This design comes from an exercise in tuning for small area on the open sky130 flow, not from production work. In this exercise RTL edits were held to simulation tests only and were not proved equivalent to the original. No run shown here takes its clock network from TritonCTS; it comes from the design's own scripts or RTL. No driver is modelled on the clock port, so clock power and skew are understated where the tree is cut down; a real chip needs a root buffer or a tree. No activity file was given, so power comes from the tool's default toggle rates.

==> flow/design.v <==
module clk_gen
  #(
    parameter clk_freq = 50000000
  )
  (
  input clk,
  input rst,
  input [16:0] baud,
  output reg tx_clk,
  output reg rx_clk
);
  localparam [8:0] TX_R0 = 9'b000000000, TX_R1 = 9'b000000001, TX_RLAST = 9'b010110110;
  localparam [4:0] RX_R0 = 5'b00000, RX_R1 = 5'b00001, RX_R2 = 5'b00011, RX_RLAST = 5'b10011;
  reg [8:0] tx_r;
  reg [4:0] tx_q;
  reg [4:0] rx_r;
  reg [4:0] rx_q;
  reg tx_w, rx_w;
  wire b4800  = (baud == 17'd4800);
  wire b14400 = (baud == 17'd14400);
  wire b19200 = (baud == 17'd19200);
  wire b38400 = (baud == 17'd38400);
  wire b57600 = (baud == 17'd57600);
  wire b9600  = !(b4800 | b14400 | b19200 | b38400 | b57600);
  wire tx_ge = (b4800  & (tx_q >= 5'd24))
             | (b9600  & (tx_q >= 5'd12))
             | (b14400 & (tx_q >= 5'd8))
             | (b19200 & (tx_q >= 5'd6))
             | (b38400 & (tx_q >= 5'd3))
             | (b57600 & (tx_q >= 5'd2));
  wire rx_r_ge1 = (rx_r != RX_R0);
  wire rx_r_ge3 = (rx_r != RX_R0) && (rx_r != RX_R1) && (rx_r != RX_R2);
  wire rx_ge = (b4800  & ((rx_q > 5'd24) | ((rx_q == 5'd24) & rx_r_ge3)))
             | (b9600  & ((rx_q > 5'd12) | ((rx_q == 5'd12) & rx_r_ge1)))
             | (b14400 & ((rx_q > 5'd8)  | ((rx_q == 5'd8)  & rx_r_ge1)))
             | (b19200 & (rx_q >= 5'd6))
             | (b38400 & (rx_q >= 5'd3))
             | (b57600 & (rx_q >= 5'd2));
  wire tx_wrap = (tx_r == TX_RLAST);
  wire rx_wrap = (rx_r == RX_RLAST);
  always @(posedge clk or posedge rst) begin
    if(rst) begin
      tx_r <= TX_R1;
      tx_q <= 5'd0;
      tx_w <= 1'b0;
      tx_clk <= 1'b0;
      rx_r <= RX_R1;
      rx_q <= 5'd0;
      rx_w <= 1'b0;
      rx_clk <= 1'b0;
    end
    else begin
      tx_clk <= tx_w;
      tx_w <= !tx_w && tx_ge;
      if (tx_w) begin
        tx_r <= TX_R1;
        tx_q <= 5'd0;
      end
      else if (tx_wrap) begin
        tx_r <= TX_R0;
        tx_q <= tx_q + 5'd1;
      end
      else
        tx_r <= {tx_r[7:0], tx_r[8] ~^ tx_r[4]};
      rx_clk <= rx_w;
      rx_w <= !rx_w && rx_ge;
      if (rx_w) begin
        rx_r <= RX_R1;
        rx_q <= 5'd0;
      end
      else if (rx_wrap) begin
        rx_r <= RX_R0;
        rx_q <= rx_q + 5'd1;
      end
      else
        rx_r <= {rx_r[3:0], rx_r[4] ~^ rx_r[2]};
    end
  end
endmodule
module uart_tx(
  input clk,
  input tx_clk,
  input tx_start,
  input rst,
  input [7:0] tx_data,
  input [3:0] length,
  input parity_type,
  input parity_en,
  input stop2,
  output tx,
  output tx_done,
  output tx_err
);
  localparam [3:0] idle            = 4'b0000,
                   start_bit       = 4'b0001,
                   send_first_stop = 4'b0011,
                   send_sec_stop   = 4'b0100,
                   done            = 4'b0101,
                   send_parity     = 4'b0110,
                   send_data       = 4'b1000;
  reg [7:0] tx_reg;
  reg [3:0] state;
  reg [3:0] next_state;
  wire [2:0] last = {1'b1, length[1:0] - 2'd1};
  wire data_end = state[3] && !(state[2:0] < last);
  wire par_hi7 = tx_data[7] & (length[1:0] == 2'b00);
  wire par_hi6 = (tx_data[6] ^ par_hi7) & (length[1] ~^ length[0]);
  wire par_hi5 = (tx_data[5] ^ par_hi6) & (length[1:0] != 2'b01);
  wire parity_bit = ~parity_type ^ (^tx_data[4:0]) ^ par_hi5;
  always@(posedge clk or posedge rst)begin
    if(rst)
      state <= idle;
    else if(tx_clk)
      state <= next_state;
  end
  always@(posedge clk) begin
    if(tx_clk) begin
      if (state == start_bit)
        tx_reg <= tx_data;
      else if (data_end)
        tx_reg[6] <= parity_bit;
    end
  end
  assign tx = (state[3] || state == send_parity) ? tx_reg[state[2:0]] : (state != start_bit);
  always @(*) begin
    if (state[3]) begin
      if (!data_end)
        next_state = state + 4'd1;
      else if (parity_en)
        next_state = send_parity;
      else
        next_state = send_first_stop;
    end
    else begin
      case (state)
        idle            : next_state = tx_start ? start_bit : idle;
        start_bit       : next_state = send_data;
        send_parity     : next_state = send_first_stop;
        send_first_stop : next_state = stop2 ? send_sec_stop : done;
        send_sec_stop   : next_state = done;
        default         : next_state = idle;
      endcase
    end
  end
  assign tx_done = (state == done);
  assign tx_err  = 1'b0;
endmodule
module uart_rx (
  input clk,
  input rx_clk,
  input rx_start,
  input rst,
  input rx,
  input [3:0] length,
  input parity_type,
  input parity_en,
  input stop2,
  output reg [7:0] rx_out,
  output rx_done,
  output reg rx_error
);
  localparam [2:0] idle             = 3'd0,
                   start_bit        = 3'd1,
                   check_parity     = 3'd3,
                   check_first_stop = 3'd4,
                   check_sec_stop   = 3'd5,
                   done             = 3'd6;
  reg [7:0] datard;
  reg [3:0] count;
  reg in_data;
  reg [2:0] st;
  reg [1:0] bc_hi;
  reg rx_par;
  wire [4:0] bit_count = {bc_hi, st};
  wire [4:0] last = {2'b00, 1'b1, length[1:0] - 2'd1};
  wire [7:0] mask = {length[1:0] == 2'b00, length[1] ~^ length[0], length[1:0] != 2'b01, 5'b11111};
  wire c7 = (count == 4'd7);
  wire c15 = (count == 4'd15);
  always @(posedge clk or posedge rst) begin
    if(rst) begin
      in_data <= 1'b0;
      st <= idle;
      rx_error <= 1'b0;
      rx_out <= 8'd0;
    end
    else if(rx_clk) begin
      if (in_data) begin
        if (c15) begin
          if (bit_count == last) begin
            rx_out <= datard & mask;
            in_data <= 1'b0;
            st <= parity_en ? check_parity : check_first_stop;
          end
          else
            st <= st + 3'd1;
        end
      end
      else begin
        case(st)
          idle : begin
            rx_error <= 1'b0;
            if(rx_start && !rx)
              st <= start_bit;
          end
          start_bit : begin
            if(c7 && rx) begin
              st <= idle;
              rx_error <= 1'b1;
            end
            else if(c15) begin
              in_data <= 1'b1;
              st <= 3'd0;
            end
          end
          check_parity : begin
            if(c7)
              rx_error <= rx ^ rx_par ^ ~parity_type;
            else if(c15)
              st <= check_first_stop;
          end
          check_first_stop : begin
            if(c7)
              rx_error <= !rx;
            else if (c15) begin
              rx_error <= 1'b0;
              st <= stop2 ? check_sec_stop : done;
            end
          end
          check_sec_stop : begin
            if(c7)
              rx_error <= !rx;
            else if (c15) begin
              rx_error <= 1'b0;
              st <= done;
            end
          end
          done : begin
            rx_error <= 1'b0;
            st <= idle;
          end
          default : st <= idle;
        endcase
      end
    end
  end
  assign rx_done = !in_data && (st == done);
  always @(posedge clk) begin
    bc_hi <= {2{in_data}} & (bc_hi + {1'b0, rx_clk && c15 && st == 3'd7});
  end
  always @(posedge clk) begin
    if(rx_clk && in_data && c7) begin
      datard[st] <= rx;
      rx_par <= (st == 3'd0) ? rx : rx_par ^ rx;
    end
  end
  always @(posedge clk) begin
    if (!in_data && st == idle)
      count <= 4'd0;
    else
      count <= count + {3'd0, rx_clk};
  end
endmodule
module uart_top #(
  parameter clk_freq = 50000000
  )
  (
  input clk,
  input rst,
  input tx_start,
  input rx_start,
  input [7:0] tx_data,
  input [16:0] baud,
  input [3:0] length,
  input parity_type,
  input parity_en,
  input stop2,
  output tx_done,
  output rx_done,
  output tx_err,
  output rx_err,
  output [7:0] rx_out
);
  wire tx_clk;
  wire rx_clk;
  wire tx_rx;
  clk_gen #(
    .clk_freq(clk_freq)
  ) clk_dut (
    .clk(clk),
    .rst(rst),
    .baud(baud),
    .tx_clk(tx_clk),
    .rx_clk(rx_clk)
  );
  uart_tx tx_dut (
    .clk        (clk),
    .tx_clk     (tx_clk),
    .tx_start   (tx_start),
    .rst        (rst),
    .tx_data    (tx_data),
    .length     (length),
    .parity_type(parity_type),
    .parity_en  (parity_en),
    .stop2      (stop2),
    .tx         (tx_rx),
    .tx_done    (tx_done),
    .tx_err     (tx_err)
  );
  uart_rx rx_dut(
    .clk        (clk),
    .rx_clk     (rx_clk),
    .rx_start   (rx_start),
    .rst        (rst),
    .rx_out     (rx_out),
    .length     (length),
    .parity_type(parity_type),
    .parity_en  (parity_en),
    .stop2      (stop2),
    .rx         (tx_rx),
    .rx_done    (rx_done),
    .rx_error   (rx_err)
  );
endmodule
==> flow/flow/run.sh <==
#!/bin/bash
# Own layout flow: the standard synthesis; its combinational logic re-mapped
# for area with several ABC scripts, keeping the flip-flops as they are, and
# the smallest result kept; then the standard ORFS steps with buf_1 port
# buffers and, after CTS, a clock tree of a few buffers fed by the clock port.
# Every tool writes its full output to a log file of its own here.
set -euo pipefail
W=$(pwd)
R=$W/orfs/results/$FLOW_PLATFORM/uart_top/base
LIB=$FLOW_HOME/platforms/$FLOW_PLATFORM/lib/sky130_fd_sc_hd__tt_025C_1v80.lib

# 1. standard synthesis
bash standard.sh synth > $W/log_1_synth_std.log 2>&1

# 2. re-map the combinational logic for area, several scripts in parallel
cp $R/1_2_yosys.v $W/synth_std.v
DU=$(grep -A40 '^export DONT_USE_CELLS' $FLOW_HOME/platforms/$FLOW_PLATFORM/config.mk | grep -o 'sky130_fd_sc_hd__[a-z0-9_]*' | tr '\n' ' ')
export REMAP_IN=$W/synth_std.v REMAP_LIB=$LIB REMAP_DONT_USE="$DU" W
remap_one() {
  n=$(basename $1 .abc)
  REMAP_OUT=$W/remap_$n.v REMAP_ABC=$1 yosys -c $W/flow/remap.tcl > $W/log_2_remap_$n.log 2>&1 || true
}
export -f remap_one
ls $W/flow/abc_*.abc | xargs -P ${NUM_CORES:-4} -I{} bash -c 'remap_one {}'
best=""
besta=""
for s in $W/flow/abc_*.abc; do
  n=$(basename $s .abc)
  [[ -f $W/remap_$n.v.stat ]] || continue
  # only netlists made of library cells alone
  if grep -q "Area for cell type" $W/remap_$n.v.stat; then echo "$n rejected" >> $W/remap_areas.txt; continue; fi
  a=$(grep "Chip area for module" $W/remap_$n.v.stat | awk '{print $NF}')
  echo "$n $a" >> $W/remap_areas.txt
  if [[ -z "$best" ]] || awk -v a=$a -v b=$besta 'BEGIN{exit !(a<b)}'; then best=$n; besta=$a; fi
done
echo "best $best $besta" >> $W/remap_areas.txt
cp $W/remap_$best.v $R/1_2_yosys.v
rm -f $R/1_synth.odb $R/1_synth.sdc
bash standard.sh synth > $W/log_3_synth_odb.log 2>&1

# 3. the rest of the standard flow
export BUFFER_PORTS_ARGS="-buffer_cell sky130_fd_sc_hd__buf_1"
export CTS_ARGS="-sink_clustering_enable -repair_clock_nets -dont_use_dummy_load"
export POST_CTS_TCL=$W/flow/cts_post.tcl
export CLK_GROUPS=4
export CLK_BUF=sky130_fd_sc_hd__clkbuf_8
export CLK_SLEW_UPSIZE=0.110
bash standard.sh > $W/log_4_layout.log 2>&1
==> flow/flow/abc_a1f.abc <==
strash
&get -n
&deepsyn -T 60 -S 1
&put
dch -f
amap -F 1
topo
dnsize
==> flow/flow/abc_a2f.abc <==
strash
&get -n
&deepsyn -T 60 -S 2
&put
dch -f
amap -F 1
topo
dnsize
==> flow/flow/abc_a5f.abc <==
strash
&get -n
&deepsyn -T 60 -S 5
&put
dch -f
amap -F 1
topo
dnsize
==> flow/flow/abc_a6f.abc <==
strash
&get -n
&deepsyn -T 60 -S 6
&put
dch -f
amap -F 1
topo
dnsize
==> flow/flow/abc_a7f.abc <==
strash
&get -n
&deepsyn -T 60 -S 7
&put
dch -f
amap -F 1
topo
dnsize
==> flow/flow/abc_a8f.abc <==
strash
&get -n
&deepsyn -T 60 -S 8
&put
dch -f
amap -F 1
topo
dnsize
==> flow/flow/abc_c12.abc <==
strash
&get -n
&deepsyn -T 60 -S 1
&dch
&nf -a -R 1000
&put
strash
&get -n
&deepsyn -T 60 -S 2
&dch
&nf -a -R 1000
&put
topo
dnsize
==> flow/flow/abc_c13.abc <==
strash
&get -n
&deepsyn -T 60 -S 1
&dch -f
&nf -a -R 1000
&put
strash
&get -n
&deepsyn -T 60 -S 3
&dch -f
&nf -a -R 1000
&put
topo
dnsize
==> flow/flow/abc_n1.abc <==
strash
&get -n
&deepsyn -T 60 -S 1
&dch
&nf -a -R 1000
&put
topo
dnsize
==> flow/flow/abc_n1f.abc <==
strash
&get -n
&deepsyn -T 60 -S 1
&dch -f
&nf -a -R 1000
&put
topo
dnsize
==> flow/flow/abc_n4.abc <==
strash
&get -n
&deepsyn -T 60 -S 4
&dch
&nf -a -R 1000
&put
topo
dnsize
==> flow/flow/abc_n4f.abc <==
strash
&get -n
&deepsyn -T 60 -S 4
&dch -f
&nf -a -R 1000
&put
topo
dnsize
==> flow/flow/cts_post.tcl <==
set block [ord::get_db_block]
set db [ord::get_db]
set clk_net [$block findNet clk]
set ngroups $::env(CLK_GROUPS)
set bufmaster [$db findMaster $::env(CLK_BUF)]

# walk the tree CTS built from the clock port
set sinks {}
set bufs {}
set queue [list $clk_net]
while {[llength $queue] > 0} {
  set net [lindex $queue 0]
  set queue [lrange $queue 1 end]
  foreach it [$net getITerms] {
    if {[$it getIoType] ne "INPUT"} { continue }
    set inst [$it getInst]
    set mname [[$inst getMaster] getName]
    if {[regexp {clkbuf|clkinv|_buf_|_inv_} $mname]} {
      lappend bufs $inst
      foreach o [$inst getITerms] {
        if {[$o getIoType] eq "OUTPUT" && [$o getNet] ne "NULL"} { lappend queue [$o getNet] }
      }
    } else {
      lappend sinks $it
    }
  }
}
puts "cts_post: [llength $bufs] tree cells, [llength $sinks] clock sinks"

# remove the tree
foreach inst $bufs {
  foreach o [$inst getITerms] {
    if {[$o getIoType] eq "OUTPUT" && [$o getNet] ne "NULL"} {
      set n [$o getNet]
      foreach s [$n getITerms] { $s disconnect }
      odb::dbNet_destroy $n
    }
  }
  odb::dbInst_destroy $inst
}

# clusters of {x y iterm}, split until there are ngroups
set all {}
foreach it $sinks {
  set inst [$it getInst]
  set loc [$inst getLocation]
  set w [[$inst getMaster] getWidth]
  set h [[$inst getMaster] getHeight]
  lappend all [list [expr {[lindex $loc 0] + $w / 2}] [expr {[lindex $loc 1] + $h / 2}] $it]
}
set clusters [list $all]
while {[llength $clusters] < $ngroups} {
  set bi 0
  for {set i 1} {$i < [llength $clusters]} {incr i} {
    if {[llength [lindex $clusters $i]] > [llength [lindex $clusters $bi]]} { set bi $i }
  }
  set c [lindex $clusters $bi]
  set xs [lsort -integer [lmap k $c {lindex $k 0}]]
  set ys [lsort -integer [lmap k $c {lindex $k 1}]]
  set axis [expr {([lindex $xs end] - [lindex $xs 0]) >= ([lindex $ys end] - [lindex $ys 0]) ? 0 : 1}]
  set c [lsort -integer -index $axis $c]
  set half [expr {[llength $c] / 2}]
  set clusters [lreplace $clusters $bi $bi [lrange $c 0 [expr {$half - 1}]] [lrange $c $half end]]
}

set g 0
foreach c $clusters {
  set inst [odb::dbInst_create $block $bufmaster "clkbuf_grp_$g"]
  set net [odb::dbNet_create $block "clknet_grp_$g"]
  $net setSigType CLOCK
  set sx 0
  set sy 0
  set n 0
  foreach k $c {
    set it [lindex $k 2]
    set sx [expr {$sx + [lindex $k 0]}]
    set sy [expr {$sy + [lindex $k 1]}]
    incr n
    $it disconnect
    $it connect $net
  }
  [$inst findITerm A] connect $clk_net
  [$inst findITerm X] connect $net
  set bw [[$inst getMaster] getWidth]
  set bh [[$inst getMaster] getHeight]
  $inst setLocation [expr {$sx / $n - $bw / 2}] [expr {$sy / $n - $bh / 2}]
  $inst setPlacementStatus PLACED
  puts "cts_post: clkbuf_grp_$g drives $n sinks"
  incr g
}
global_connect
detailed_placement
estimate_parasitics -placement

set big [$db findMaster sky130_fd_sc_hd__clkbuf_16]
set swapped 0
for {set i 0} {$i < $g} {incr i} {
  set worst 0
  foreach p [get_pins -of_objects [get_nets "clknet_grp_$i"]] {
    set s [get_property $p slew_max]
    if {$s > $worst} { set worst $s }
  }
  puts "cts_post: clkbuf_grp_$i estimated worst slew $worst"
  if {$worst > $::env(CLK_SLEW_UPSIZE)} {
    [$block findInst "clkbuf_grp_$i"] swapMaster $big
    puts "cts_post: clkbuf_grp_$i swapped for clkbuf_16"
    incr swapped
  }
}
if {$swapped > 0} {
  detailed_placement
  estimate_parasitics -placement
}
check_placement -verbose
report_clock_skew
==> flow/flow/remap.tcl <==
# Re-map the combinational logic of the standard synthesis netlist for area,
# keeping every flip-flop instance (its name and cell type) as it is.
# env: REMAP_IN, REMAP_OUT, REMAP_LIB, REMAP_ABC (abc script), REMAP_DONT_USE
yosys -import
set lib $::env(REMAP_LIB)
read_liberty -ignore_miss_func -ignore_miss_dir -ignore_miss_data_latch $lib
set fh [open $::env(REMAP_IN) r]
set txt [read $fh]
close $fh
# sequential cells stay as they are
set seq {}
foreach m [lsort -unique [regexp -all -inline {sky130_fd_sc_hd__(?:df|edf|sdf|sedf|dl)[a-z0-9]*_[0-9]+} $txt]] {
  lappend seq $m
  setattr -mod -set keep_hierarchy 1 $m
}
read_verilog -noautowire $::env(REMAP_IN)
hierarchy -top uart_top
flatten
opt_clean -purge
select -clear
set du {}
foreach c $::env(REMAP_DONT_USE) { lappend du -dont_use $c }
abc -script $::env(REMAP_ABC) -liberty $lib {*}$du uart_top
opt_clean -purge uart_top
setundef -zero
hilomap -singleton -hicell sky130_fd_sc_hd__conb_1 HI -locell sky130_fd_sc_hd__conb_1 LO uart_top
splitnets uart_top
opt_clean -purge uart_top
foreach m $seq { blackbox $m }
hierarchy -top uart_top
tee -o $::env(REMAP_OUT).stat stat -liberty $lib
write_verilog -noattr -nohex -nodec $::env(REMAP_OUT)
==> flow/standard.sh <==
#!/bin/bash
# synth_recipe.tcl (not shown) runs the flow's synth.tcl, then flattens the netlist and writes it again
# the make line also repeats each setting of config.mk as NAME=value (left out here)
make -C /OpenROAD-flow-scripts/flow DESIGN_CONFIG=/design/flow/config.mk WORK_HOME=/design/flow/orfs CLKGATE_MAP_FILE= SYNTH_SCRIPT=/design/flow/synth_recipe.tcl "${@:-finish}"
==> flow/config.mk <==
export PLATFORM = sky130hd
export DESIGN_NAME = uart_top
export DESIGN_NICKNAME = uart_top
export VERILOG_FILES = /design/flow/design.v
export SDC_FILE = /design/flow/constraint.sdc
export NUM_CORES = 4
export LEC_CHECK = 0
export CAP_MARGIN = 20
export CORE_MARGIN = 2
export CORE_UTILIZATION = 40
export SLEW_MARGIN = 20
==> flow/constraint.sdc <==
create_clock -name core_clock -period 20.0 [get_ports {clk}]
set_input_delay 4.0000 -clock core_clock [delete_from_list [all_inputs] [get_ports {clk}]]
set_output_delay 4.0000 -clock core_clock [all_outputs]
set_load 0.01 [all_outputs]
==> results.toml, run 1 <==
[global_route]
gr-usage-met3_pct = 3.42
globalRoute.totalOverflow = 0
grt_max_degree = 46
busiest_layer = "met2"
grt_pass1_wl_um = 11100
antenna_found_initial = 0
grtUsageMet2_pct = 27.2
grt_pass1_vias = 2444
use_met1_pct = 21.4
track_usage_pct = 16.1

[sta]
setup_viol = 0
hold_viol_final = 0
skew_ps = 24.5
setup_slack_ps = 13720
setup_tns_ps = 0
slew_viol_final = 0
tightestPinTransition_ps = 808
min_period_over_period_pct = 31.4
grt_setup_unrepaired = "false"
period_minus_slack_ps = 6280
relSlewSlack_pct = 46.1
clock.fmax_mhz = 159

[detailed_routing]
ant_nets = 0
drt_iter0_drc = 92
postRouteWirelength_um = 6550
dr_total_vias = 2624
wl_per_cell_um = 13.1
via_per_inst = 5.24
drc = 0
drt_first_pass_iters = 4

[floorplanning]
die_area_um2 = 8630
pin_count = 48
initial_utilization_pct = 41.1
die_w_um = 92.9
die_h_um = 92.9
fp.coreArea_um2 = 7690
row_count = 32

[final_layout]
nets = 437
drive_gt1_share_pct = 2.51
final_cell_mix = "nor2_1, buf_1, clkinv_1, dfrtp_1, nand2_1"
fill_cells = 772
regMostFlops = "clk_dut.tx_r"
diodes = 0
largest_reg_flops = 9
multiInputGateArea_um2 = 1240
syn2layout_area_growth_pct = 12.5
final_common_cell = "nor2_1"
seq_area_um2 = 1760

[logic_synthesis]
synth_area_um2 = 3160
synth.avg_cell_area_um2 = 9.08
yosys_warnings = 3
synth.net_count = 384
synthCells = 348

[worst_setup_path]
worstPathArrival_ps = 6310
crit_path_start_kind = "input pin"
cp-end-kind = "flip-flop"
cp-startpoint = "length[0]"
critPathKind = "in -> reg"
worstReg2RegStart = "rx_dut.st[0]"
cp.required_ps = 20030
worstPathMaxFanout = 10

[place]
port_buffers = 44
dp_hpwl_um = 4830
dp_slack_ps = 13550
gp_congestion = 0.926

[worst_hold_path]
hold_class = "reg -> reg"
worstHoldStart = "rx_dut.bc_hi[1]"

[power]
powerDensity_nw_per_um2 = 63.6
power_leakage_nw = 1.28
vdd_ir_drop_max_uv = 35.5

[clocking]
clk_pin_slew_ps = 100
clk_latency_ps = 160
clock-sinks = 68

[run_status]
status = "timing/DRC/antenna clean"

[flow_run]
maxCapViolCount = 0
-- worst max-delay path: stages --
cell and delay (ps):
buf_1 130, clkinv_1 110, nor2_1 280, nor2_1 170
a222oi_1 280, o211ai_1 180, nor2_1 160, clkinv_1 280
o21ai_0 350, nor2_1 80, a2111oi_0 290
-- power by group --
part	total [mW]	leakage (nW)	switching, mW	internal [mW]
registers	0.144	0.746	0.00117	0.143
clock network	0.0612	0.0390	0.0339	0.0274
logic	0.0204	0.492	0.0138	0.00656
-- worst paths after layout --
kind,cells after the start,slack (ps),to
max in group asynchronous,2,15560,clk_dut.rx_q[2]
hold reg to reg,2,470,rx_dut.bc_hi[1]
setup / recovery,11,13720,rx_dut.st[0]
min in group asynchronous,2,3950,clk_dut.tx_q[3]
setup reg to reg,8,17340,rx_dut.st[0]
hold / removal,2,470,rx_dut.bc_hi[1]
-- layout make-up --
type | count | share of cell area [%]
buffer | 4 | 2.18
inverter | 44 | 4.68
multi-input combinational | 236 | 34.8
sequential | 68 | 49.5
tap | 102 | 3.59
timing repair buffer | 47 | 5.28
-- metal layers --
layer	wire length (um)	vias up	share of wire (%)
li1	-	1341	-
met1	3190	1219	49
met2	3020	59	46
met3	276	5	4.2
met4	56	0	0.85
met5	0	-	0
-- through the flow --
step	utilization, %	area [um^2]	hold WS [ps]	total power [mW]	std cells
floorplan	-	3160	435	0.159	348
finish	46.2	3550	466	0.226	501
detailed placement	45.2	3480	463	0.168	497
global route	46.2	3550	509	0.237	501
global placement	45.2	3480	448	0.167	497
==> run 2: changes to the inputs <==
--- a/flow/config.mk
+++ b/flow/config.mk
@@ -5,7 +5,8 @@
 export SDC_FILE = /design/flow/constraint.sdc
 export NUM_CORES = 4
 export LEC_CHECK = 0
-export CAP_MARGIN = 20
+export CAP_MARGIN = 0
 export CORE_MARGIN = 2
 export CORE_UTILIZATION = 40
-export SLEW_MARGIN = 20
+export GPL_TIMING_DRIVEN = 0
+export SLEW_MARGIN = 0
==> run 2 against run 1 <==
- still clean
- flip-flop and latch count did not move
- design area decreased by 0.60%
- register-to-register slack improved by 220 ps
- critical endpoint unchanged
- largest cell class unchanged
- highest routed layer unchanged
==> results.toml, run 2 <==
[run_status]
status = "timing/DRC/antenna clean"

[floorplanning]
die_w_um = 92.8
pin_count = 48
row_count = 32
initial_utilization_pct = 41.1
die_area_um2 = 8620
die_h_um = 92.8
fp.coreArea_um2 = 7690

[sta]
hold_viol_final = 0
tightestPinTransition_ps = 930
skew_ps = 24.7
clock.fmax_mhz = 173
grt_setup_unrepaired = "false"
period_minus_slack_ps = 5780
setup_viol = 0
min_period_over_period_pct = 28.9
relSlewSlack_pct = 37.4
slew_viol_final = 0
setup_tns_ps = 0

[worst_setup_path]
worstReg2RegStart = "rx_dut.st[1]"
crit_top_cell = "a21oi_1"
critPathKind = "in -> reg"
r2r-end = "rx_dut.st[0]"
reg2reg_depth = 8
cp-end-kind = "flip-flop"
crit_path_start_kind = "input pin"
regToRegSetupSlack_ps = 17560
path_buf_inv = 1
cp.required_ps = 20050
worstPathArrival_ps = 5830
cp_cell_sequence = "buf_1 > xnor2_1 > o2111ai_1 > a211oi_2 > nor3_1 > nor2_1 > a21oi_1 > a31oi_1 > a21oi_1"
crit_family = "compound AO/OA/AOI/OAI gates"
slowest_stage = "a211oi_2"
crit_cells = 9
worstPathMaxFanout = 9
max_stage_delay_ps = 610

[detailed_routing]
postRouteWirelength_um = 6200
wl_per_cell_um = 13.0
ant_nets = 0
drc = 0
drt_iter0_drc = 110
via_per_inst = 5.19
dr_total_vias = 2476
drt_first_pass_iters = 4

[place]
gp_congestion = 0.842
dp_hpwl_um = 4520
place_area_um2 = 3470
port_buffers = 44

[final_layout]
largest_reg_flops = 9
final_common_cell = "buf_1"
final_cell_mix = "buf_1, dfrtp_1, nor2_1"
diodes = 0
nets = 413
fill_cells = 763
regMostFlops = "clk_dut.tx_r"
multiInputGateArea_um2 = 1370
syn2layout_area_growth_pct = 11.9
drive_gt1_share_pct = 2.40
fin_area_um2 = 3530
seq_area_um2 = 1760

[clocking]
clk_pin_slew_ps = 110
clock-sinks = 68
clk_latency_ps = 160

[global_route]
globalRoute.totalOverflow = 0
grt_pass1_vias = 2378
grt_max_degree = 46
grt_pass1_wl_um = 10600
antenna_found_initial = 0
track_usage_pct = 15.1

[worst_hold_path]
hold_class = "reg -> reg"
min_to = "rx_dut.rx_out[5]"
whs_path_depth = 2
worstHoldStart = "rx_dut.rx_out[5]"

[logic_synthesis]
synthCells = 326
synth_area_um2 = 3160
synth.net_count = 362
yosys_warnings = 3
synth.avg_cell_area_um2 = 9.68

[power]
power_leakage_nw = 1.39
powerDensity_nw_per_um2 = 59.2
vdd_ir_drop_max_uv = 29.6

[flow_run]
maxCapViolCount = 0
-- run 2: cell types whose count changed in the layout (fill, tap and decap cells not counted), moves of 6 or more --
cell	previous run	this run
nor2_1	68	42
xnor2_1	0	8
clkinv_1	43	9
and3_1	3	9
nand2b_1	0	12
o21ai_0	18	24
a211oi_1	7	0
and2_0	3	9
-- run 2: tightest hold or removal path, stage by stage, from the launching register on --
cell and delay (ps):
dfrtp_1 350, nand2b_1 60, nand2_1 50
-- run 2: report_power, final --
| group | total [mW] | internal (mW) | switching [mW] | leakage (nW) |
|---|---|---|---|---|
| logic | 0.0103 | 0.00394 | 0.00641 | 0.600 |
| registers | 0.142 | 0.142 | 0 | 0.751 |
| clock network | 0.0569 | 0.0230 | 0.0339 | 0.0339 |
| total | 0.209 | 0.169 | 0.0403 | 1.39 |
-- run 2: layer usage --
metal	vias to the layer above	GRT usage, %	share of wire (%)
li1	1264	-	-
met1	1158	19.5	47
met2	48	26.0	48
met3	6	3.66	4.2
met4	0	2.94	1.2
met5	-	0	0
-- run 2: worst max path at each step --
stage | to | from
global route | rx_dut.st[0] | length[1]
detailed placement | rx_dut.st[0] | length[1]
global placement | rx_dut.st[0] | length[1]
floorplan | rx_dut.st[0] | length[1]
finish | rx_dut.st[0] | length[1]
-- run 2: through the flow --
step	setup slack [ps]	power (mW)	std cells	hold WS (ps)	utilization (%)
global placement	13030	0.155	472	446	44.9
global route	14040	0.217	477	506	46.0
floorplan	13940	0.151	326	429	-
detailed placement	14050	0.155	473	454	45.1
finish	14220	0.209	477	481	46.0
-- run 2: cell type report --
| class | instances | share of cell area, % |
|---|---|---|
| buffer | 4 | 1.88 |
| inverter | 10 | 1.10 |
| multi-input combinational | 248 | 38.6 |
| sequential | 68 | 49.8 |
| tap | 102 | 3.61 |
| timing repair buffer | 45 | 4.99 |
==> run 3: changes to the inputs <==
--- a/flow/flow/run.sh
+++ b/flow/flow/run.sh
@@ -45,4 +45,5 @@
 export CLK_GROUPS=4
 export CLK_BUF=sky130_fd_sc_hd__clkbuf_8
 export CLK_SLEW_UPSIZE=0.110
+export CLK_BUF_BIG=sky130_fd_sc_hd__buf_12
 bash standard.sh > $W/log_4_layout.log 2>&1
--- a/flow/flow/cts_post.tcl
+++ b/flow/flow/cts_post.tcl
@@ -92,7 +92,7 @@
 detailed_placement
 estimate_parasitics -placement
 
-set big [$db findMaster sky130_fd_sc_hd__clkbuf_16]
+set big [$db findMaster $::env(CLK_BUF_BIG)]
 set swapped 0
 for {set i 0} {$i < $g} {incr i} {
   set worst 0
@@ -103,7 +103,7 @@
   puts "cts_post: clkbuf_grp_$i estimated worst slew $worst"
   if {$worst > $::env(CLK_SLEW_UPSIZE)} {
     [$block findInst "clkbuf_grp_$i"] swapMaster $big
-    puts "cts_post: clkbuf_grp_$i swapped for clkbuf_16"
+    puts "cts_post: clkbuf_grp_$i swapped for $::env(CLK_BUF_BIG)"
     incr swapped
   }
 }
==> run 3 against run 2 <==
- die area unchanged
- flip-flop and latch count did not move
- critical path depth stayed put
- wire length hardly changed
- largest power group unchanged
- maximum frequency about the same
- utilization is 0.065 points lower
==> results.toml, run 3 <==
[run_status]
status = "timing/DRC/antenna clean"

[worst_hold_path]
whs_path_depth = 2
min_to = "rx_dut.rx_out[5]"
worstHoldStart = "rx_dut.rx_out[5]"
hold_class = "reg -> reg"

[clocking]
clock-sinks = 68
clk_latency_ps = 160
clk_pin_slew_ps = 110

[final_layout]
nets = 413
final_common_cell = "buf_1"
diodes = 0
drive_gt1_share_pct = 2.40
fill_cells = 764
fin_cells = 477
multiInputGateArea_um2 = 1370
regMostFlops = "clk_dut.tx_r"
final_cell_mix = "buf_1, dfrtp_1, nor2_1"
finish.utilization_pct = 45.9
seq_area_um2 = 1760
largest_reg_flops = 9
syn2layout_area_growth_pct = 11.8

[logic_synthesis]
synth_area_um2 = 3160
synthCells = 326
yosys_warnings = 3
synth.avg_cell_area_um2 = 9.68
synth.net_count = 362

[flow_run]
maxCapViolCount = 0

[worst_setup_path]
critPathKind = "in -> reg"
regToRegSetupSlack_ps = 17560
worstReg2RegStart = "rx_dut.st[1]"
reg2reg_depth = 8
worstPathMaxFanout = 9
crit_path_start_kind = "input pin"
worstPathArrival_ps = 5820
cp-end-kind = "flip-flop"
cp.required_ps = 20050
r2r-end = "rx_dut.st[0]"

[floorplanning]
initial_utilization_pct = 41.1
row_count = 32
die_area_um2 = 8620
die_h_um = 92.8
fp.coreArea_um2 = 7690
die_w_um = 92.8
pin_count = 48

[place]
port_buffers = 44
gp_congestion = 0.842
placed_cells_incl_taps = 473
dp_slack_ps = 14050
dp_hpwl_um = 4520

[detailed_routing]
postRouteWirelength_um = 6200
routed-wl-met2_um = 2950
ant_nets = 0
via_per_inst = 5.19
dr_total_vias = 2474
drt_iter0_drc = 123
met3_length_um = 259
drt_first_pass_iters = 4
top_layer_used = "met4"
drc = 0
wl_per_cell_um = 13.0
met1_length_um = 2920

[sta]
hold_viol_final = 0
setup_slack_ps = 14220
period_minus_slack_ps = 5780
relSlewSlack_pct = 37.4
setup_viol = 0
slew_viol_final = 0
skew_ps = 47.7
setup_tns_ps = 0
tightestPinTransition_ps = 930
clock.fmax_mhz = 173
min_period_over_period_pct = 28.9
grt_setup_unrepaired = "false"

[power]
powerDensity_nw_per_um2 = 59.2
power_leakage_nw = 1.38
vdd_ir_drop_max_uv = 29.2
power_mw = 0.209

[global_route]
antenna_found_initial = 0
grt_pass1_wl_um = 10600
track_usage_pct = 15.1
globalRoute.totalOverflow = 0
grt_max_degree = 46
grt_pass1_vias = 2380
-- run 3: cell type report --
| type | count | area share [%] |
|---|---|---|
| Multi-Input combinational cell | 248 | 38.7 |
| Timing Repair Buffer | 45 | 5.00 |
| Inverter | 10 | 1.10 |
| Buffer | 4 | 1.74 |
| Sequential cell | 68 | 49.9 |
| Tap cell | 102 | 3.62 |
-- run 3: per-stage QoR --
step	cell area (um^2)	hold WS, ps
2_1_floorplan	3160	429
3_3_place_gp	3450	446
3_5_place_dp	3470	454
5_1_grt	3530	506
6_report	3530	481
-- run 3: how the worst max path moves through the flow --
stage / from / endpoint / slack, ps / cells after the start
after floorplan: length[1] / rx_dut.st[0] / 13940 / 8
after global placement: length[1] / rx_dut.st[0] / 13030 / 9
after detailed placement: length[1] / rx_dut.st[0] / 14050 / 9
after global routing: length[1] / rx_dut.st[0] / 14050 / 9
final: length[1] / rx_dut.st[0] / 14220 / 9
-- run 3: worst max-delay path, stage by stage --
cell and delay (ps):
buf_1 130, xnor2_1 260, o2111ai_1 150, a211oi_2 610
nor3_1 110, nor2_1 180, a21oi_1 100, a31oi_1 210
a21oi_1 60
-- run 3: per-layer routing --
metal | global-route usage, % | up-vias
met5 | 0 | -
met4 | 2.94 | 0
met3 | 3.66 | 6
met2 | 26.0 | 45
met1 | 19.5 | 1156
li1 | - | 1267
-- run 3: power breakdown --
group	switching (mW)	leakage (nW)	internal, mW
sequential	0	0.751	0.142
combinational	0.00637	0.600	0.00394
clock	0.0344	0.0310	0.0221
==> run 4: changes to the inputs <==
--- a/flow/design.v
+++ b/flow/design.v
@@ -248,10 +248,15 @@
     bc_hi <= {2{in_data}} & (bc_hi + {1'b0, rx_clk && c15 && st == 3'd7});
   end
   always @(posedge clk) begin
-    if(rx_clk && in_data && c7) begin
-      datard[st] <= rx;
+    if(rx_clk && in_data && c7)
       rx_par <= (st == 3'd0) ? rx : rx_par ^ rx;
-    end
+  end
+  wire [7:0] datard_we = {7'd0, rx_clk && in_data && c7} << st;
+  integer i;
+  always @(posedge clk) begin
+    for (i = 0; i < 8; i = i + 1)
+      if (datard_we[i])
+        datard[i] <= rx;
   end
   always @(posedge clk) begin
     if (!in_data && st == idle)
==> run 4 against run 3 <==
- first-iteration DRC count fell by 46%
- global-route usage rose by 0.13 points
- die area down 0.60%
- combinational power is 12% higher
- flip-flop and latch count unchanged
- clock power shrank 8.1%
- synthesized cell count fell by 3.4%
- hold slack got worse by 33 ps
- register-to-register slack got worse by 630 ps
- worst setup slack got worse by 400 ps
==> results.toml, run 4 <==
[run_status]
status = "timing/DRC/antenna clean"

[worst_hold_path]
whs_path_depth = 2
worstHoldStart = "rx_dut.bc_hi[1]"
min_to = "rx_dut.bc_hi[1]"
hold_class = "reg -> reg"

[final_layout]
drive_gt1_share_pct = 1.93
fill_cells = 756
largest_reg_flops = 9
final_cell_mix = "buf_1, dfrtp_1, nor2_1"
regMostFlops = "clk_dut.tx_r"
diodes = 0
fin_cells = 465
final_common_cell = "buf_1"
syn2layout_area_growth_pct = 11.1
nets = 401

[detailed_routing]
drt_first_pass_iters = 4
dr_total_vias = 2463
drt_iter0_drc = 66
wl_per_cell_um = 12.7
drc = 0
postRouteWirelength_um = 5900
via_per_inst = 5.30
ant_nets = 0

[sta]
hold_viol_final = 0
holdWs_ps = 448
clock.fmax_mhz = 162
skew_ps = 8.50
slew_viol_final = 0
period_minus_slack_ps = 6180
min_period_over_period_pct = 30.9
setup_tns_ps = 0
setup_viol = 0
relSlewSlack_pct = 23.8
grt_setup_unrepaired = "false"
tightestPinTransition_ps = 1140

[global_route]
grt_pass1_vias = 2375
antenna_found_initial = 0
globalRoute.totalOverflow = 0
grt_pass1_wl_um = 10600
grt_max_degree = 46
track_usage_pct = 15.2

[logic_synthesis]
synth_area_um2 = 3140
synth.avg_cell_area_um2 = 9.96
yosys_warnings = 3
synth.net_count = 351
synthCells = 315

[power]
pwr-share-seq_pct = 69.2
switching_share_pct = 19.7
p_int_mw = 0.165
power_mw = 0.206
pwr-share-clk_pct = 25.2
powerDensity_nw_per_um2 = 59.1
combinationalPowerShare_pct = 5.6
p_sw_mw = 0.0406
vdd_ir_drop_max_uv = 32.9
power_leakage_nw = 1.34

[floorplanning]
die_area_um2 = 8570
pin_count = 48
initial_utilization_pct = 41.0
die_w_um = 92.6
fp.coreArea_um2 = 7650
row_count = 32
die_h_um = 92.6

[worst_setup_path]
r2r-end = "rx_dut.st[2]"
reg2reg_depth = 10
worstPathArrival_ps = 6230
cp.required_ps = 20050
worstPathMaxFanout = 12
cp-startpoint = "length[1]"
worstReg2RegStart = "tx_dut.state[0]"
critPathKind = "in -> reg"
cp-end-kind = "flip-flop"
regToRegSetupSlack_ps = 16930
crit_path_start_kind = "input pin"

[place]
port_buffers = 44
dp_hpwl_um = 4330
gp_congestion = 0.755
placed_cells_incl_taps = 461

[clocking]
clock-sinks = 68
clk_latency_ps = 160
clk_pin_slew_ps = 100

[flow_run]
maxCapViolCount = 0
[run 4: worst max-delay path, cell delays in order]
cell     delay (ps)
buf_1           200
xnor2_1         110
nor3b_1         190
a21oi_1          60
or4b_1          610
nor2_1          670
mux2_1          390
[run 4: cell type report]
class	count	area (um^2)	share of cell area, %
tap	102	128	3.66
multi-input combinational	235	1330	38.2
buffer	4	55.1	1.58
inverter	12	46.3	1.33
timing repair buffer	44	165	4.74
sequential	68	1760	50.5
[run 4: worst max path at each step]
stage / endpoint / slack [ps]
floorplan: rx_dut.rx_out[0] / 14090
global placement: rx_dut.rx_out[1] / 13620
detailed placement: rx_dut.rx_out[2] / 13600
global route: rx_dut.rx_out[2] / 13610
finish: rx_dut.rx_out[2] / 13820
[run 4: power by group through the flow]
stage	clock (mW)	sequential (mW)	combinational [mW]
floorplan	0	0.145	0.00669
global route	0.0596	0.143	0.0134
global placement	0	0.145	0.0116
finish	0.0519	0.143	0.0115
detailed placement	0	0.145	0.0119
[run 4: per-stage QoR]
step	utilization, %	worst slack, ps	instance area (um^2)
final	45.6	13820	3490
after global routing	45.6	13610	3490
after detailed placement	44.9	13600	3430
after global placement	44.8	13620	3430
after floorplan	-	14090	3140
[run 4: layer usage]
| metal | GRT usage, % | vias up | part of all wire [%] |
|---|---|---|---|
| met1 | 19.6 | 1171 | 46 |
| li1 | - | 1225 | - |
| met4 | 4.10 | 0 | 1.3 |
| met2 | 25.2 | 59 | 47 |
| met3 | 4.39 | 8 | 5.6 |
| met5 | 0 | - | 0 |
==> run 5: changes to the inputs <==
--- a/flow/design.v
+++ b/flow/design.v
@@ -173,7 +173,7 @@
   reg rx_par;
   wire [4:0] bit_count = {bc_hi, st};
   wire [4:0] last = {2'b00, 1'b1, length[1:0] - 2'd1};
-  wire [7:0] mask = {length[1:0] == 2'b00, length[1] ~^ length[0], length[1:0] != 2'b01, 5'b11111};
+  wire [7:0] mask = 8'hff >> (2'd0 - length[1:0]);
   wire c7 = (count == 4'd7);
   wire c15 = (count == 4'd15);
   always @(posedge clk or posedge rst) begin
==> run 5 against run 4 <==
- cell count up 0.22%
- clock power about the same
- sequential share of layout area up 0.091 points
- hold slack better by 16 ps
- maximum frequency up 8.9%
- power up 1.1%
- area after synthesis down 0.20%
- via count down 0.69%
- largest cell class unchanged
- still clean
- wire length up 3.8%
- sequential power about the same
- first-iteration DRC count up 44%
- design area down 0.18%
==> results.toml, run 5 <==
[power]
power_leakage_nw = 1.34
powerDensity_nw_per_um2 = 59.9
vdd_ir_drop_max_uv = 33.5

[sta]
grt_setup_unrepaired = "false"
clock.fmax_mhz = 176
relSlewSlack_pct = 47.1
setup_viol = 0
min_period_over_period_pct = 28.4
tightestPinTransition_ps = 793
period_minus_slack_ps = 5670
skew_ps = 5.44
hold_viol_final = 0
slew_viol_final = 0
setup_tns_ps = 0

[detailed_routing]
dr_total_vias = 2446
ant_nets = 0
drt_iter0_drc = 95
via_per_inst = 5.25
postRouteWirelength_um = 6120
drc = 0
drt_first_pass_iters = 4
wl_per_cell_um = 13.1

[worst_setup_path]
worstPathMaxFanout = 12
crit_family = "simple AND/OR/NAND/NOR gates"
cp.required_ps = 20050
cp-end-kind = "flip-flop"
slowest_stage = "and2_0"
regToRegSetupSlack_ps = 17300
max_stage_delay_ps = 610
worstPathArrival_ps = 5720
crit_path_start_kind = "input pin"
cp_cell_sequence = "buf_1 > xor2_1 > o21ai_0 > nand3_1 > nor2_1 > and2_0 > mux2_1"
critPathKind = "in -> reg"
path_buf_inv = 1

[floorplanning]
pin_count = 48
die_w_um = 92.5
die_area_um2 = 8550
row_count = 32
fp.coreArea_um2 = 7650
initial_utilization_pct = 40.9
die_h_um = 92.5

[final_layout]
syn2layout_area_growth_pct = 11.2
largest_reg_flops = 9
final_cell_mix = "buf_1, dfrtp_1, nor2_1"
regMostFlops = "clk_dut.tx_r"
diodes = 0
multiInputGateArea_um2 = 1320
final_common_cell = "buf_1"
seq_area_um2 = 1760
nets = 402
drive_gt1_share_pct = 1.92
fill_cells = 757
finish.utilization_pct = 45.5

[global_route]
track_usage_pct = 15.1
grt_pass1_wl_um = 10400
grt_pass1_vias = 2311
antenna_found_initial = 0
globalRoute.totalOverflow = 0
grt_max_degree = 46

[place]
gp_congestion = 0.820
port_buffers = 44
dp_hpwl_um = 4460

[clocking]
clock-sinks = 68
clk_latency_ps = 160
clk_pin_slew_ps = 100

[run_status]
status = "timing/DRC/antenna clean"

[worst_hold_path]
hold_class = "reg -> reg"

[logic_synthesis]
synth.avg_cell_area_um2 = 9.91
yosys_warnings = 3
synthCells = 316
synth.net_count = 352
synth_area_um2 = 3130

[flow_run]
maxCapViolCount = 0
run 5: routing by layer:
layer	share of wire (%)	track usage, %	wire (um)
met1	48	20.3	2930
met2	46	24.5	2830
met3	4.8	3.74	292
met4	1.2	3.73	71
met5	0	0	0
run 5: final timing paths:
kind	start	cells after the start	to
max in group asynchronous	rst	2	rx_dut.rx_out[1]
hold / removal	rx_dut.bc_hi[1]	2	rx_dut.bc_hi[1]
min in group asynchronous	rst	2	clk_dut.rx_q[3]
hold reg to reg	rx_dut.bc_hi[1]	2	rx_dut.bc_hi[1]
setup reg to reg	tx_dut.state[0]	11	rx_dut.st[0]
setup / recovery	length[1]	7	rx_dut.rx_out[2]
run 5: through the flow:
stage | power (mW) | instances | worst slack [ps] | hold slack (ps) | area, um^2
after detailed placement | 0.159 | 462 | 14100 | 455 | 3420
after floorplan | 0.154 | 316 | 14560 | 423 | 3130
after global placement | 0.159 | 462 | 14160 | 435 | 3420
after global routing | 0.218 | 466 | 14100 | 488 | 3480
final | 0.208 | 466 | 14330 | 465 | 3480
run 5: final cells by class:
cell class	count	area share, %
Tap cell	102	3.67
Inverter	14	1.55
Sequential cell	68	50.6
Buffer	4	1.58
Timing Repair Buffer	44	4.75
Multi-Input combinational cell	234	37.9
run 5: tightest hold or removal path, delay by kind of cell, from the launching register on:
kind	cells	cell delay, ps
compound gates	1	60
buf+inv	1	50
flops	1	320
run 5: report_power, final:
part / leakage (nW) / switching [mW] / internal (mW)
sequential: 0.761 / 0.000754 / 0.143
combinational: 0.547 / 0.00787 / 0.00494
clock: 0.0288 / 0.0333 / 0.0186

[separate check: timing with driven ports]
In the flow no input, the clock included, has a driving cell. The finished layouts below were timed again as built, in two steps.
Step 1 sets driving cells, clkbuf_16 on the clock port and buf_2 on the other inputs (assumed; they add their load-dependent delay and slew).
Step 2 also shifts input and output timing later by t, the mid clock arrival at the registers, as if the neighbouring blocks saw the same clock.
a / b / c = no drivers / after step 1 / after step 2; a / b = the first two.
run	shift t [ns]	setup WS [ns]	hold WS [ns]	slew at the worst register clock pin (ns)	worst data-port slew with drivers (ns)
run 1	0.213	13.718 / 13.763 / 13.551	0.466 / 0.466 / 0.466	0.10 / 0.10	0.03
run 2	0.212	14.220 / 14.260 / 14.049	0.481 / 0.481 / 0.481	0.11 / 0.11	0.04
run 3	0.201	14.224 / 14.265 / 14.065	0.481 / 0.481 / 0.481	0.11 / 0.11	0.04
run 4	0.217	13.821 / 13.849 / 13.631	0.448 / 0.448 / 0.448	0.11 / 0.11	0.04
run 5	0.220	14.326 / 14.361 / 14.142	0.465 / 0.465 / 0.465	0.10 / 0.10	0.03
After both steps setup and hold are still met in every run listed. For run 4, which loses most, drivers alone change the setup slack by +0.028 ns; drivers and shift together by -0.190 ns.
